From an optimization exercise on the open Yosys and OpenROAD flow, aimed at small area, a short achievable clock period and few clock cycles; shortcuts taken in it are not production practice.
Power is estimated from default activity; no workload was simulated.

==> module axi4_lite_slave, before the edit <==
module axi4_lite_slave #(
  parameter int ADDR_WIDTH = 32,
  parameter int DATA_WIDTH = 32
)(
  input  logic                    aclk,
  input  logic                    aresetn,
  input  logic [ADDR_WIDTH-1:0]   awaddr,
  input  logic [2:0]              awprot,
  input  logic                    awvalid,
  output logic                    awready,
  input  logic [DATA_WIDTH-1:0]   wdata,
  input  logic [DATA_WIDTH/8-1:0] wstrb,
  input  logic                    wvalid,
  output logic                    wready,
  output logic [1:0]              bresp,
  output logic                    bvalid,
  input  logic                    bready,
  input  logic [ADDR_WIDTH-1:0]   araddr,
  input  logic [2:0]              arprot,
  input  logic                    arvalid,
  output logic                    arready,
  output logic [DATA_WIDTH-1:0]   rdata,
  output logic [1:0]              rresp,
  output logic                    rvalid,
  input  logic                    rready
);
  logic [31:0] reg_ctrl;
  logic [31:0] reg_data_tx;
  logic [31:0] reg_irq_en;
  logic [31:0] reg_scratch;
  logic       aw_v0;                  
  logic       aw_v1;                  
  logic       w_blk;                  
  logic       b_idle;                 
  logic       awready_q, wready_q;    
  logic [4:0] aw_e0, aw_e1;
  logic       b_v, b_err;             
  logic       bs_v, bs_err;           
  assign awready = awready_q;
  assign wready  = wready_q;
  wire aw_fire = awvalid & ~aw_v1;
  wire w_fire  = wvalid & ~w_blk;
  wire       aw_ok_in = (awaddr[31:5] == 27'd0);
  wire [4:0] aw_e_in  = {~aw_ok_in,
                         aw_ok_in & (awaddr[4:2] == 3'd6),
                         aw_ok_in & (awaddr[4:2] == 3'd4),
                         aw_ok_in & (awaddr[4:2] == 3'd2),
                         aw_ok_in & (awaddr[4:2] == 3'd0)};
  logic aw_v0_d, aw_v1_d, bs_v_d;
  always_comb begin
    aw_v0_d = aw_v0;
    aw_v1_d = aw_v1;
    if (w_fire) begin
      aw_v0_d = aw_v1 | aw_fire;
      aw_v1_d = 1'b0;
    end else if (aw_fire) begin
      aw_v0_d = 1'b1;
      aw_v1_d = aw_v0;
    end
  end
  wire b_free = b_idle | bready;      
  assign bs_v_d = b_free ? 1'b0 : (bs_v | w_fire);
  always_ff @(posedge aclk or negedge aresetn) begin
    if (!aresetn) begin
      aw_v0     <= 1'b0;
      aw_v1     <= 1'b0;
      w_blk     <= 1'b1;
      awready_q <= 1'b1;
      wready_q  <= 1'b0;
      b_v  <= 1'b0; b_idle <= 1'b1; b_err <= 1'b0;
      bs_v <= 1'b0; bs_err <= 1'b0;
    end else begin
      aw_v0     <= aw_v0_d;
      aw_v1     <= aw_v1_d;
      w_blk     <= ~(aw_v0_d & ~bs_v_d);
      awready_q <= ~aw_v1_d;
      wready_q  <= aw_v0_d & ~bs_v_d;
      bs_v      <= bs_v_d;
      if (b_free) begin
        b_v    <= bs_v | w_fire;
        b_idle <= ~(bs_v | w_fire);
        b_err <= bs_v ? bs_err : aw_e0[4];
      end else if (w_fire) begin
        bs_err <= aw_e0[4];
      end
    end
  end
  always_ff @(posedge aclk) begin
    if (w_fire | ~aw_v0) aw_e0 <= aw_v1 ? aw_e1 : aw_e_in;
    if (~aw_v1)          aw_e1 <= aw_e_in;
  end
  assign bvalid = b_v;
  assign bresp  = {b_err, 1'b0};
  always_ff @(posedge aclk or negedge aresetn) begin
    if (!aresetn) begin
      reg_ctrl    <= '0;
      reg_data_tx <= '0;
      reg_irq_en  <= '0;
      reg_scratch <= '0;
    end else begin
      for (int b = 0; b < 4; b++) begin
        if (w_fire && wstrb[b]) begin
          if (aw_e0[0]) reg_ctrl[b*8 +: 8]    <= wdata[b*8 +: 8];
          if (aw_e0[1]) reg_data_tx[b*8 +: 8] <= wdata[b*8 +: 8];
          if (aw_e0[2]) reg_irq_en[b*8 +: 8]  <= wdata[b*8 +: 8];
          if (aw_e0[3]) reg_scratch[b*8 +: 8] <= wdata[b*8 +: 8];
        end
      end
    end
  end
  logic        ar_v0;                 
  logic        ar_v1;                 
  logic        arready_q;             
  logic        r_idle;                
  logic [6:0]  ar_s0;
  logic        ar_ok1;
  logic [2:0]  ar_idx1;
  logic        r_v, r_err;            
  logic [31:0] r_data;
  assign arready = arready_q;
  function automatic logic [6:0] rd_sel(input logic ok, input logic [2:0] idx);
    rd_sel = {~ok,
              ok & (idx == 3'd7),
              ok & (idx == 3'd6),
              ok & (idx == 3'd4),
              ok & (idx[2:1] == 2'd1),
              ok & (idx == 3'd1),
              ok & (idx == 3'd0)};
  endfunction
  wire ar_fire = arvalid & ~ar_v1;
  wire r_load  = r_idle | rready;
  wire ar_pop  = r_load & ar_v0;
  wire ar_ok_in = (araddr[31:5] == 27'd0);
  always_ff @(posedge aclk or negedge aresetn) begin
    if (!aresetn) begin
      ar_v0     <= 1'b0;
      ar_v1     <= 1'b0;
      arready_q <= 1'b1;
      r_v       <= 1'b0;
      r_idle    <= 1'b1;
      r_err     <= 1'b0;
    end else begin
      if (ar_pop) begin
        ar_v0     <= ar_v1 | ar_fire;
        ar_v1     <= 1'b0;
        arready_q <= 1'b1;
      end else if (ar_fire) begin
        ar_v0     <= 1'b1;
        ar_v1     <= ar_v0;
        arready_q <= ~ar_v0;
      end
      if (r_load) begin
        r_v    <= ar_v0;
        r_idle <= ~ar_v0;
        r_err <= ar_s0[6];
      end
    end
  end
  always_ff @(posedge aclk) begin
    if (ar_pop | ~ar_v0) ar_s0 <= ar_v1 ? rd_sel(ar_ok1, ar_idx1) : rd_sel(ar_ok_in, araddr[4:2]);
    if (~ar_v1) begin
      ar_ok1  <= ar_ok_in;
      ar_idx1 <= araddr[4:2];
    end
    if (r_load)
      r_data <= ({32{ar_s0[0]}} & reg_ctrl)
              | ({32{ar_s0[1]}} & {31'd0, reg_ctrl[0]})
              | ({32{ar_s0[2]}} & reg_data_tx)
              | ({32{ar_s0[3]}} & reg_irq_en)
              | ({32{ar_s0[4]}} & reg_scratch)
              | ({32{ar_s0[5]}} & axi_pkg::IP_VERSION)
              | ({32{ar_s0[6]}} & 32'hDEADBEEF);
  end
  assign rvalid = r_v;
  assign rdata  = r_data;
  assign rresp  = {r_err, 1'b0};
endmodule
Settings: LEC_CHECK=0, CAP_MARGIN=20, CORE_MARGIN=2, CORE_UTILIZATION=40, SETUP_SLACK_MARGIN=1.0, SLEW_MARGIN=20; clock period 3.0 ns.
standard.sh (not shown) runs the stock make flow with config.mk's settings and CLKGATE_MAP_FILE= SYNTH_SCRIPT=/design/flow/synth_recipe.tcl, a recipe that flattens the netlist after the stock synthesis.
==> flow/flow/run.sh <==
#!/bin/bash
# Standard ORFS layout, with buf_1 port buffers and resizing not tied to cell footprints.
set -euo pipefail
cd "$(dirname "$0")/.."
bash standard.sh \
  "BUFFER_PORTS_ARGS=-buffer_cell sky130_fd_sc_hd__buf_1" \
  MATCH_CELL_FOOTPRINT=0 \
  finish > flow_orfs.log 2>&1
Then changed:
--- a/flow/design.v
+++ b/flow/design.v
@@ -56,15 +56,14 @@
   logic [31:0] reg_scratch;
   logic       aw_v0;                  
-  logic       aw_v1;                  
-  logic       w_blk;                  
-  logic       b_idle;                 
-  logic       awready_q, wready_q;    
+  logic       awready_q;              
+  logic       wready_q;               
   logic [4:0] aw_e0, aw_e1;
   logic       b_v, b_err;             
   logic       bs_v, bs_err;           
+  wire aw_v1 = ~awready_q;
   assign awready = awready_q;
   assign wready  = wready_q;
-  wire aw_fire = awvalid & ~aw_v1;
-  wire w_fire  = wvalid & ~w_blk;
+  wire aw_fire = awvalid & awready_q;
+  wire w_fire  = wvalid & wready_q;
   wire       aw_ok_in = (awaddr[31:5] == 27'd0);
   wire [4:0] aw_e_in  = {~aw_ok_in,
@@ -85,25 +84,19 @@
     end
   end
-  wire b_free = b_idle | bready;      
-  assign bs_v_d = b_free ? 1'b0 : (bs_v | w_fire);
+  assign bs_v_d = (~b_v | bready) ? 1'b0 : (bs_v | w_fire);
   always_ff @(posedge aclk or negedge aresetn) begin
     if (!aresetn) begin
       aw_v0     <= 1'b0;
-      aw_v1     <= 1'b0;
-      w_blk     <= 1'b1;
       awready_q <= 1'b1;
       wready_q  <= 1'b0;
-      b_v  <= 1'b0; b_idle <= 1'b1; b_err <= 1'b0;
+      b_v  <= 1'b0; b_err  <= 1'b0;
       bs_v <= 1'b0; bs_err <= 1'b0;
     end else begin
       aw_v0     <= aw_v0_d;
-      aw_v1     <= aw_v1_d;
-      w_blk     <= ~(aw_v0_d & ~bs_v_d);
       awready_q <= ~aw_v1_d;
       wready_q  <= aw_v0_d & ~bs_v_d;
       bs_v      <= bs_v_d;
-      if (b_free) begin
-        b_v    <= bs_v | w_fire;
-        b_idle <= ~(bs_v | w_fire);
+      if (~b_v | bready) begin
+        b_v   <= bs_v | w_fire;
         b_err <= bs_v ? bs_err : aw_e0[4];
       end else if (w_fire) begin
@@ -136,7 +129,5 @@
   end
   logic        ar_v0;                 
-  logic        ar_v1;                 
   logic        arready_q;             
-  logic        r_idle;                
   logic [6:0]  ar_s0;
   logic        ar_ok1;
@@ -144,4 +135,5 @@
   logic        r_v, r_err;            
   logic [31:0] r_data;
+  wire ar_v1 = ~arready_q;
   assign arready = arready_q;
   function automatic logic [6:0] rd_sel(input logic ok, input logic [2:0] idx);
@@ -154,6 +146,6 @@
               ok & (idx == 3'd0)};
   endfunction
-  wire ar_fire = arvalid & ~ar_v1;
-  wire r_load  = r_idle | rready;
+  wire ar_fire = arvalid & arready_q;
+  wire r_load  = ~r_v | rready;
   wire ar_pop  = r_load & ar_v0;
   wire ar_ok_in = (araddr[31:5] == 27'd0);
@@ -161,22 +153,17 @@
     if (!aresetn) begin
       ar_v0     <= 1'b0;
-      ar_v1     <= 1'b0;
       arready_q <= 1'b1;
       r_v       <= 1'b0;
-      r_idle    <= 1'b1;
       r_err     <= 1'b0;
     end else begin
       if (ar_pop) begin
         ar_v0     <= ar_v1 | ar_fire;
-        ar_v1     <= 1'b0;
         arready_q <= 1'b1;
       end else if (ar_fire) begin
         ar_v0     <= 1'b1;
-        ar_v1     <= ar_v0;
         arready_q <= ~ar_v0;
       end
       if (r_load) begin
-        r_v    <= ar_v0;
-        r_idle <= ~ar_v0;
+        r_v   <= ar_v0;
         r_err <= ar_s0[6];
       end
Clock-buffer cell count rises by 3.
Cell area falls slightly.
Die area falls slightly.
Via count falls by a few percent.
Routed wire length rises slightly.
Worst setup slack degrades by 27 ps.
Maximum frequency falls slightly.
Final cell count falls slightly.
Total power falls by well over a third.
Non-clock buffer count rises by 1.
No run of this note included a check of the RTL's function; only the layout flow was run.

-- static timing again, ports no longer ideal --
The flow's constraints put no driver on any port. The routed layouts listed below were extracted and timed again, unchanged, in two steps. Step 1, drivers: a clkbuf_16 drives aclk and a buf_2 each remaining input, both assumed. Step 2 adds t to the input delays and takes it off the output delays; t is the mean of the earliest and latest rising clock arrival at the registers after step 1. Input paths then give back, and output paths get back, about the clock's delay inside the block. a / b / c = ideal / step 1 / step 2; a / b = the first two.
| run | shift t [ns] | setup WS [ns] | clock arrival spread, ns | cell pins on the clock port's net |
|---|---|---|---|---|
| the first run | 0.474 | 1.121 / 1.121 / 0.692 | 0.011 / 0.011 | 1 |
| the second run | 0.471 | 1.094 / 1.049 / 0.968 | 0.011 / 0.012 | 1 |
After both steps setup and hold are still met in every run listed. The setup slack of the first run, which loses most, moves by 0.000 ns with the drivers and by -0.429 ns with both steps.
